Source: an optimization exercise on an open RTL-to-GDS flow (aim: small area and a short achievable clock period). Production flows keep margins and buffers that such runs may drop.
Function was checked by simulation only, so behaviour that the tests miss may differ from the original.
No activity file was given, so power comes from the tool's default toggle rates.

## run 1
Design Vcpu32Alu, start of the top module:
module Vcpu32Alu (
   input    wire          clk,
   input    wire[0:31]    a,
   input    wire[0:31]    b,
   input    wire[0:7]     ac,
   output   wire[0:31]    r,
   output   wire          c,
   output   wire          n,
   output   wire          z,
   output   wire          err
   );
   wire [31:0] A   = a;
   wire [31:0] B   = b;
   wire        cin = ac[0];
   wire        invB = ac[1];
   wire [1:0]  sh  = ac[3:4];
   wire [2:0]  op  = ac[5:7];
   wire isAdd = ( op == 3'd3 );
   wire selA  = ( op == 3'd1 );
   wire selB  = ( op == 3'd2 );
   wire selAnd = ( op == 3'd5 );
   wire selOr  = ( op == 3'd6 );
   wire selXor = ( op == 3'd7 );
   wire [31:0] tA = ( sh == 2'd0 ) ? A :
                    ( sh == 2'd1 ) ? { A[30:0], 1'b0 } :
                    ( sh == 2'd2 ) ? { A[29:0], 2'b00 } :
                                     { A[28:0], 3'b000 };
   wire [3:0]  fT = { selA | selB | selAnd | selOr,          
                      selA | isAdd | selOr | selXor,         
                      selB | isAdd | selOr | selXor,         
                      1'b0 };                                
   wire [3:0]  uT = invB ? { fT[2], fT[3], fT[0], fT[1] } : fT;
   wire        gP = isAdd & ~invB;                          
   wire        gN = isAdd & invB;                           
  ...
For scale: roughly 82 flip-flops, ~110 I/O pins.
Settings: LEC_CHECK=0, CAP_MARGIN=20, CORE_MARGIN=2, CORE_UTILIZATION=60, CTS_BUF_LIST=sky130_fd_sc_hd__clkbuf_4 sky130_fd_sc_hd__clkbuf_8, SETUP_SLACK_MARGIN=3.0, SLEW_MARGIN=20; clock period 5.5 ns.
standard.sh (not shown) runs the stock make flow with config.mk's settings and CLKGATE_MAP_FILE= SYNTH_SCRIPT=/design/flow/synth_recipe.tcl, a recipe that flattens the netlist after the stock synthesis.
==> flow/flow/run.sh <==
#!/bin/bash
# Layout flow: the standard layout (standard.sh: the standard flow's synthesis script and the ORFS steps), with
# three changes:
#  - synthesis runs synth_recipe.tcl through flow/synth_abc.tcl, which only swaps the script of the abc
#    technology-mapping step for flow/abc_map.script (area-oriented mapping);
#  - the 4-input multiplexer cells (slow select inputs) are added to the platform's don't-use list
#    (EXTRA_DONT_USE), so synthesis builds the A pre-shift from 2-input multiplexers;
#  - each input and output port is buffered with a plain sky130_fd_sc_hd__buf_1 (PORT_BUF) rather than
#    the delay buffer that buffer_ports picks by default.
# The whole make output goes to standard_flow.log in the work folder; ORFS's per-step logs are
# under orfs/logs/.
set -euo pipefail
cd "$(dirname "${BASH_SOURCE[0]}")/.."
PORT_BUF=sky130_fd_sc_hd__buf_1
EXTRA_DONT_USE="sky130_fd_sc_hd__mux4_1 sky130_fd_sc_hd__mux4_2 sky130_fd_sc_hd__mux4_4"
export BUFFER_PORTS_ARGS="-buffer_cell ${PORT_BUF}"
export FLOW_SYNTH_TCL="$PWD/synth_recipe.tcl"
export FLOW_ABC_SCRIPT="$PWD/flow/abc_map.script"
# the platform's own don't-use list, as ORFS's make computes it
PLATFORM_DONT_USE=$(make -s -C "$FLOW_HOME" DESIGN_CONFIG="$PWD/config.mk" WORK_HOME="$PWD/orfs" \
  print-DONT_USE_CELLS 2> dont_use_probe.log | sed -n 's/^DONT_USE_CELLS: *//p')
echo "platform don't-use: $PLATFORM_DONT_USE" > dont_use.log
[[ -n "$PLATFORM_DONT_USE" ]]
bash standard.sh "DONT_USE_CELLS=${PLATFORM_DONT_USE} ${EXTRA_DONT_USE}" \
  "SYNTH_SCRIPT=$PWD/flow/synth_abc.tcl" finish > standard_flow.log 2>&1
==> flow/flow/abc_map.script <==
&get -n
&st
&dch
&nf
&st
&syn2
&if -g -K 6
&synch2
&nf
&st
&syn2
&if -g -K 6
&synch2
&nf
&st
&syn2
&if -g -K 6
&synch2
&nf
&st
&syn2
&if -g -K 6
&synch2
&nf
&st
&syn2
&if -g -K 6
&synch2
&nf -R 1000
&put
buffer -c
topo
stime -c
upsize -c
dnsize -c
==> flow/flow/synth_abc.tcl <==
# The standard flow's synthesis script (synth_recipe.tcl in the work folder, unchanged), with the script of its abc
# mapping step replaced by flow/abc_map.script: a lighter, area-oriented mapping than ORFS's
# abc_speed.script. Nothing else changes: the same passes, registers and names.
proc abc {args} {
  set i [lsearch -exact $args -script]
  if { $i >= 0 } {
    lset args [expr { $i + 1 }] $::env(FLOW_ABC_SCRIPT)
  }
  puts "abc (flow/synth_abc.tcl): script $::env(FLOW_ABC_SCRIPT)"
  yosys abc {*}$args
}
source $::env(FLOW_SYNTH_TCL)
--- input diff run 1..run 2 ---
- a change of CORE_UTILIZATION from 60 to 40
- a change of SETUP_SLACK_MARGIN from 3.0 to 3.1
==> flow/flow/run.sh <==
#!/bin/bash
# Layout flow: the standard layout (standard.sh, the standard synthesis and ORFS steps unchanged),
# except that each input and output port is buffered with a plain sky130_fd_sc_hd__buf_N cell
# (PORT_BUF below) rather than the delay buffer that buffer_ports picks by default.
# The whole make output goes to standard_flow.log in the work folder; ORFS's per-step logs are
# under orfs/logs/.
set -euo pipefail
cd "$(dirname "${BASH_SOURCE[0]}")/.."
PORT_BUF=sky130_fd_sc_hd__buf_1
export BUFFER_PORTS_ARGS="-buffer_cell ${PORT_BUF}"
bash standard.sh finish > standard_flow.log 2>&1
removed: flow/flow/abc_map.script
removed: flow/flow/synth_abc.tcl
### Flow results
- Run 2 vs. run 1: count of clock-net buffers in the final layout up 3; synthesized-area fraction occupied by and/or/nand/nor cells down 1.5 points; number of non-clock buffers in the layout down 7.
- For run 1, the layer carrying the most global-route usage was met2, unlike run 2, where it was met1.
Inputs modified between run 2 and run 3:
- a change of SETUP_SLACK_MARGIN from 3.1 to 3.3
==> flow/flow/run.sh <==
#!/bin/bash
# Layout flow: the standard layout (standard.sh: the standard synthesis script and ORFS steps), with
# two changes:
#  - each input and output port is buffered with a plain sky130_fd_sc_hd__buf_1 (PORT_BUF) rather than
#    the delay buffer that buffer_ports picks by default;
#  - the 4-input multiplexer cells (slow select inputs) are added to the platform's don't-use list
#    (EXTRA_DONT_USE), so synthesis builds the A pre-shift from 2-input multiplexers.
# The whole make output goes to standard_flow.log in the work folder; ORFS's per-step logs are
# under orfs/logs/.
set -euo pipefail
cd "$(dirname "${BASH_SOURCE[0]}")/.."
PORT_BUF=sky130_fd_sc_hd__buf_1
EXTRA_DONT_USE="sky130_fd_sc_hd__mux4_1 sky130_fd_sc_hd__mux4_2 sky130_fd_sc_hd__mux4_4"
export BUFFER_PORTS_ARGS="-buffer_cell ${PORT_BUF}"
# the platform's own don't-use list, as ORFS's make computes it
PLATFORM_DONT_USE=$(make -s -C "$FLOW_HOME" DESIGN_CONFIG="$PWD/config.mk" WORK_HOME="$PWD/orfs" \
  print-DONT_USE_CELLS 2> dont_use_probe.log | sed -n 's/^DONT_USE_CELLS: *//p')
echo "platform don't-use: $PLATFORM_DONT_USE" > dont_use.log
[[ -n "$PLATFORM_DONT_USE" ]]
bash standard.sh "DONT_USE_CELLS=${PLATFORM_DONT_USE} ${EXTRA_DONT_USE}" finish > standard_flow.log 2>&1
Results
Looking at final standard cell utilization of the core, run 3 sits 4.9 points higher than run 2 does. Sequential share of cell area was higher in run 2 than in run 3. Cmp run 2 and run 3 / buffer share of cell area / lower: run 2. Diff run 2 -> run 3 | critical path's largest stage delay | decrease of 0.02 ns. On cell area, the lower figure sits with run 2, not run 3. Taking run 2 as the reference, in run 3 achievable frequency has decreased; area enclosed by the die boundary has decreased.
> inputs changed (run 3 -> run 4)
- changing CORE_UTILIZATION from 40 to 60
- changing SETUP_SLACK_MARGIN from 3.3 to 3.0
==> flow/flow/run.sh <==
#!/bin/bash
# Layout flow: the standard layout (standard.sh: the standard flow's synthesis script and the ORFS steps), with
# three changes:
#  - synthesis runs synth_recipe.tcl through flow/synth_abc.tcl, which only swaps the script of the abc
#    technology-mapping step for flow/abc_map.script (area-oriented mapping);
#  - the 4-input multiplexer cells (slow select inputs) are added to the platform's don't-use list
#    (EXTRA_DONT_USE), so synthesis builds the A pre-shift from 2-input multiplexers;
#  - each input and output port is buffered with a plain sky130_fd_sc_hd__buf_1 (PORT_BUF) rather than
#    the delay buffer that buffer_ports picks by default.
# The whole make output goes to standard_flow.log in the work folder; ORFS's per-step logs are
# under orfs/logs/.
set -euo pipefail
cd "$(dirname "${BASH_SOURCE[0]}")/.."
PORT_BUF=sky130_fd_sc_hd__buf_1
EXTRA_DONT_USE="sky130_fd_sc_hd__mux4_1 sky130_fd_sc_hd__mux4_2 sky130_fd_sc_hd__mux4_4"
export BUFFER_PORTS_ARGS="-buffer_cell ${PORT_BUF}"
export FLOW_SYNTH_TCL="$PWD/synth_recipe.tcl"
export FLOW_ABC_SCRIPT="$PWD/flow/abc_map.script"
# the platform's own don't-use list, as ORFS's make computes it
PLATFORM_DONT_USE=$(make -s -C "$FLOW_HOME" DESIGN_CONFIG="$PWD/config.mk" WORK_HOME="$PWD/orfs" \
  print-DONT_USE_CELLS 2> dont_use_probe.log | sed -n 's/^DONT_USE_CELLS: *//p')
echo "platform don't-use: $PLATFORM_DONT_USE" > dont_use.log
[[ -n "$PLATFORM_DONT_USE" ]]
bash standard.sh "DONT_USE_CELLS=${PLATFORM_DONT_USE} ${EXTRA_DONT_USE}" \
  "SYNTH_SCRIPT=$PWD/flow/synth_abc.tcl" finish > standard_flow.log 2>&1
==> flow/flow/abc_map.script (new file) <==
&get -n
&st
&syn3
&dch -f
&nf -R 1000
&put
==> flow/flow/synth_abc.tcl (new file) <==
# The standard flow's synthesis script (synth_recipe.tcl in the work folder, unchanged), with the script of its abc
# mapping step replaced by flow/abc_map.script: a lighter, area-oriented mapping than ORFS's
# abc_speed.script. Nothing else changes: the same passes, registers and names.
proc abc {args} {
  set i [lsearch -exact $args -script]
  if { $i >= 0 } {
    lset args [expr { $i + 1 }] $::env(FLOW_ABC_SCRIPT)
  }
  puts "abc (flow/synth_abc.tcl): script $::env(FLOW_ABC_SCRIPT)"
  yosys abc {*}$args
}
source $::env(FLOW_SYNTH_TCL)
==> results.txt <==
- Run 3 -> run 4: detailed-route via count decreased by a few percent
- Changes observed in run 4 relative to run 3: count of non-filler cells in the finished layout lost about 9%; slack of the critical path lost 0.81 ns.
### run 4 -> run 5
- CORE_UTILIZATION changed from 60 to 65
- CTS_BUF_LIST removed (was sky130_fd_sc_hd__clkbuf_4 sky130_fd_sc_hd__clkbuf_8)
==> flow/flow/run.sh <==
#!/bin/bash
# Layout flow: the standard layout (standard.sh, the standard synthesis and ORFS steps unchanged),
# except that each input and output port is buffered with a plain sky130_fd_sc_hd__buf_N cell
# (PORT_BUF below) rather than the delay buffer that buffer_ports picks by default.
# The whole make output goes to standard_flow.log in the work folder; ORFS's per-step logs are
# under orfs/logs/.
set -euo pipefail
cd "$(dirname "${BASH_SOURCE[0]}")/.."
PORT_BUF=sky130_fd_sc_hd__buf_1
export BUFFER_PORTS_ARGS="-buffer_cell ${PORT_BUF}"
bash standard.sh finish > standard_flow.log 2>&1
removed: flow/flow/abc_map.script
removed: flow/flow/synth_abc.tcl
[summary]
- | total power | higher: run 5 |
- Final cell count: run 5 < run 4
- Final worst setup slack: run 5 > run 4
- Wire length on met2 (run 5 vs. run 4) decreases by more than 10%
- Cell area | run 5 vs run 4 | run 5 smaller
- Measured against each other, run 4 and run 5 differ in post-place instance area, the higher figure coming from run 5.
- Run 4 has lower fraction of area in multi-input gates than run 5.
- Re global routing met2 resource utilization: run 5 is 7.8 points down on run 4.
- Quantity of gates resized following cts sits lower in run 5 than in run 4.

[re-timing with driven ports]
In the flow no input, the clock included, has a driving cell. The finished layouts below were timed again as built, in two steps. Step 1 (the two cells are an assumption about what drives the block):
set clk [get_ports {clk}]
set_driving_cell -lib_cell sky130_fd_sc_hd__clkbuf_16 $clk
set_driving_cell -lib_cell sky130_fd_sc_hd__buf_2 [delete_from_list [all_inputs] $clk]
Step 2 moves the port delays by t, midway between the first and last clock arrival at a register: inputs arrive t later, outputs are due t later. That takes back most of the time a late clock gives input paths. Slacks: ideal / step 1 / step 2; pairs: ideal / step 1.
| run | shift t [ns] | slack for setup (ns) | worst register clock-pin slew, ns | worst slew at a driven data input, ns | cell pins on the clock port's net |
|---|---|---|---|---|---|
| run 1 | 0.395 | 2.872 / 2.839 / 2.729 | 0.09 / 0.09 | 0.05 | 1 |
| run 2 | 0.365 | 3.076 / 3.048 / 2.786 | 0.08 / 0.08 | 0.06 | 1 |
| run 3 | 0.371 | 3.057 / 3.027 / 2.870 | 0.08 / 0.08 | 0.12 | 1 |
| run 4 | 0.371 | 2.249 / 2.249 / 2.249 | 0.08 / 0.08 | 0.06 | 1 |
| run 5 | 0.376 | 3.029 / 3.004 / 2.718 | 0.09 / 0.09 | 0.05 | 1 |
After both steps setup and hold are still met in every run listed. For run 5, which loses most, drivers alone change the setup slack by -0.025 ns; drivers and shift together by -0.311 ns.
